Source: an optimization exercise on an open RTL-to-GDS flow (aim: small area). Production flows keep margins and buffers that such runs may drop.
Only simulation tests tie the RTL to the original design; equivalence was not proved.
Power is estimated from default activity; no workload was simulated.

==> inputs of run a <==
==> flow/design.v (excerpt) <==
module chess_top( MemOE, MemWR, RamCS, FlashCS, QuadSpiFlashCS,
		ClkPort,
		BtnL, BtnU, BtnD, BtnR, BtnC,
		Sw0,
		vga_hsync, vga_vsync,
		vga_r0, vga_r1, vga_r2,
		vga_g0, vga_g1, vga_g2,
		vga_b0, vga_b1,
		Ld0, Ld1, Ld2, Ld3, Ld4
	);
export LEC_CHECK = 0
export CAP_MARGIN = 20
export CORE_MARGIN = 2
export CORE_UTILIZATION = 60
export CTS_BUF_LIST = sky130_fd_sc_hd__clkbuf_16
export CTS_CLUSTER_DIAMETER = 90
export CTS_CLUSTER_SIZE = 26
export PLACE_DENSITY = 0.75
export SLEW_MARGIN = 20
create_clock -name core_clock -period 10.0 [get_ports {ClkPort}]
run.sh (not shown) runs the stock make flow with config.mk's settings and CLKGATE_MAP_FILE= SYNTH_SCRIPT=/design/flow/synth_recipe.tcl, a recipe that flattens the netlist after the stock synthesis.
==> run b (differences from run a) <==
--- a/flow/design.v
+++ b/flow/design.v
@@ -374,31 +374,34 @@
 wire [3:0] sel_piece;
 wire sel_empty;
 wire [2:0] logic_state;
 wire [3:0] cursor_contents;
 reg ahead_empty;
 wire player_is_black;
+wire st_erase = (logic_state == 3'd4);
+wire dest_written = st_erase | sel_empty;
+wire [5:0] ahead_sq = {(player_is_black ? 3'd2 : 3'd5), selected_addr[2:0]};
+wire ahead_is_dest = (dest_addr[5] != player_is_black) && (dest_addr[3] != player_is_black)
+                  && (dest_addr[0] == selected_addr[0]);
 game_logic logic_module(
 	.CLK(ClkPort), .RESET(Reset),
 	.BtnL(BtnL_pulse), .BtnU(BtnU_pulse), .BtnR(BtnR_pulse), .BtnD(BtnD_pulse), .BtnC(BtnC_pulse),
-	.cursor_contents(cursor_contents), .cursor_stale(pend_dest && cursor_addr[3] == dest_addr[3] && cursor_addr[0] == dest_addr[0]),
-	.ahead_empty(ahead_empty && !(pend_dest && dest_addr == ahead_sq)),
+	.cursor_contents(cursor_contents), .cursor_stale(st_erase && cursor_addr[3] == dest_addr[3] && cursor_addr[0] == dest_addr[0]),
+	.ahead_empty(ahead_empty && !(st_erase && ahead_is_dest)),
 	.cursor_addr(cursor_addr), .selected_addr(selected_addr),
 	.sel_piece(sel_piece), .sel_empty(sel_empty), .dest_addr(dest_addr),
 	.state(logic_state), .player_to_move(player_is_black), .move_is_legal(Ld4));
 assign { Ld3, Ld2, Ld1, Ld0 } = { 1'b0, logic_state };
 wire st_initial = (logic_state == 3'd0);
 wire st_write   = (logic_state == 3'd3);
-wire st_erase   = (logic_state == 3'd4);
 reg [255:0] ring;            
 reg [5:0] phase;             
 reg init_pending;
-reg pend_dest;               
 wire [3:0] slot0  = ring[3:0];
 wire [3:0] slot32 = ring[131:128];
-wire absorb_dest = pend_dest && (phase == dest_addr);
+wire absorb_dest = dest_written && (phase == dest_addr);
 wire absorb_src  = sel_empty && (phase == selected_addr);
 wire phase_last = (phase[4:0] == 5'd16);
 reg [3:0] head_in;           
 always @(*) begin
 	if (init_pending) head_in = init_piece(phase);
 	else if (absorb_dest) head_in = sel_piece;
@@ -406,50 +409,49 @@
 	else head_in = slot0;
 end
 always @(posedge ClkPort) begin
 	ring <= {head_in, ring[255:4]};
 	phase <= st_initial ? 6'd0 : {phase[5] ^ phase_last,
 	                              phase[3:0], phase[4] ^ phase[2] ^ (phase[3:0] == 4'd0)};
-	init_pending <= st_initial | (init_pending & ~(phase_last & phase[5]));
-	pend_dest <= st_write | (pend_dest & ~absorb_dest);
+	init_pending <= st_initial | (init_pending & ~st_write);
 end
 function [1:0] mod3;
 	input [2:0] v;
 	case (v)
 		3'd0, 3'd3, 3'd6: mod3 = 2'd0;
 		3'd1, 3'd4, 3'd7: mod3 = 2'd1;
 		default:          mod3 = 2'd2;
 	endcase
 endfunction
 reg [3:0] box [0:8];
-wire [3:0] head_dr = {1'b0, phase[5:3]} - {1'b0, cursor_addr[5:3]};
-wire [3:0] head_dc = {1'b0, phase[2:0]} - {1'b0, cursor_addr[2:0]};
-wire head_near = (head_dr == 4'd0 || head_dr == 4'd1 || head_dr == 4'd15)
-              && (head_dc == 4'd0 || head_dc == 4'd1 || head_dc == 4'd15);
+function near1;
+	input [2:0] a, b;
+	case ({a, b})
+		6'o00, 6'o01, 6'o10, 6'o11, 6'o12, 6'o21, 6'o22, 6'o23, 6'o32, 6'o33, 6'o34,
+		6'o43, 6'o44, 6'o45, 6'o54, 6'o55, 6'o56, 6'o65, 6'o66, 6'o67, 6'o76, 6'o77: near1 = 1'b1;
+		default: near1 = 1'b0;
+	endcase
+endfunction
+wire head_near = near1(phase[5:3], cursor_addr[5:3]) && near1(phase[2:0], cursor_addr[2:0]);
 always @(posedge ClkPort)
 	if (head_near) box[mod3(phase[5:3]) * 3 + mod3(phase[2:0])] <= head_in;
 assign cursor_contents = box[mod3(cursor_addr[5:3]) * 3 + mod3(cursor_addr[2:0])];
-wire [5:0] ahead_sq = {(player_is_black ? 3'd2 : 3'd5), selected_addr[2:0]};
 always @(posedge ClkPort)
 	if (phase == ahead_sq) ahead_empty <= (head_in[2:0] == 3'b000);
 wire [5:0] cur_sq, next_sq;
 wire col_end;
 reg [3:0] dcur, dnext;
 wire next_any  = (next_sq[4:0] == phase[4:0]);      
 wire next_head = next_any && (next_sq[5] == phase[5]);
-wire cur_is_dest = (cur_sq == dest_addr);
-wire cur_is_src  = (cur_sq == selected_addr);
 always @(posedge ClkPort) begin
 	if (next_any) dnext <= next_head ? head_in : slot32;
 	if (col_end) dcur <= next_head ? head_in : dnext;
-	else if (absorb_dest && cur_is_dest) dcur <= sel_piece;
-	else if (absorb_src && cur_is_src) dcur <= 4'b0000;
 end
 reg [3:0] disp_piece;
 always @(*) begin
-	if (pend_dest && cur_sq == dest_addr) disp_piece = sel_piece;
+	if (dest_written && cur_sq == dest_addr) disp_piece = sel_piece;
 	else if (sel_empty && cur_sq == selected_addr) disp_piece = 4'b0000;
 	else disp_piece = dcur;
 end
 display_interface display_interface(
 	.CLK(ClkPort), .RESET(Reset),
 	.HSYNC(vga_hsync), .VSYNC(vga_vsync),
PLACE_DENSITY = 0.8   (was 0.75)
==> summary of the runs <==
- Between run b and run a, the lower register-to-register slack is in run b (gap 0.07 ns).
- Of run b and run a, run a has the higher final cell count (gap about 1.5%, measured against run a).
- Of run a and run b, run b has the higher sequential share of layout area (gap 0.89 points).
- Sequential power is about the same in run a and run b.
- Of run a and run b, run b has the higher clock skew (gap 0.011 ns).
- Non-clock buffer count is the same in run b and run a.
- Clock-buffer cell count is the same in run b and run a.
- Between run a and run b, the lower hold slack is in run b (gap 0.0033 ns).
- Against run a, the critical path depth of run b is lower by 2.

## re-timing with driven ports
No port has a modelled driver above. Below, the same layouts with a new extraction and two added sets of constraints. Step 1 sets driving cells, clkbuf_16 on the clock port and buf_2 on the other inputs (assumed; they add their load-dependent delay and slew). Step 2 moves the port delays by t, midway between the first and last clock arrival at a register: inputs arrive t later, outputs are due t later. That takes back most of the time a late clock gives input paths. a / b / c = no drivers / after step 1 / after step 2; a / b = the first two.
| run | t, ns | setup WS [ns] | worst hold slack (ns) | worst data-port slew with drivers (ns) | pins driven straight from the clock port |
|---|---|---|---|---|---|
| run a | 0.571 | 2.278 / 2.232 / 2.803 | 0.323 / 0.323 / 0.323 | 0.04 | 1 |
| run b | 0.569 | 2.058 / 2.012 / 2.581 | 0.320 / 0.320 / 0.320 | 0.03 | 1 |
After both steps setup and hold are still met in every run listed.
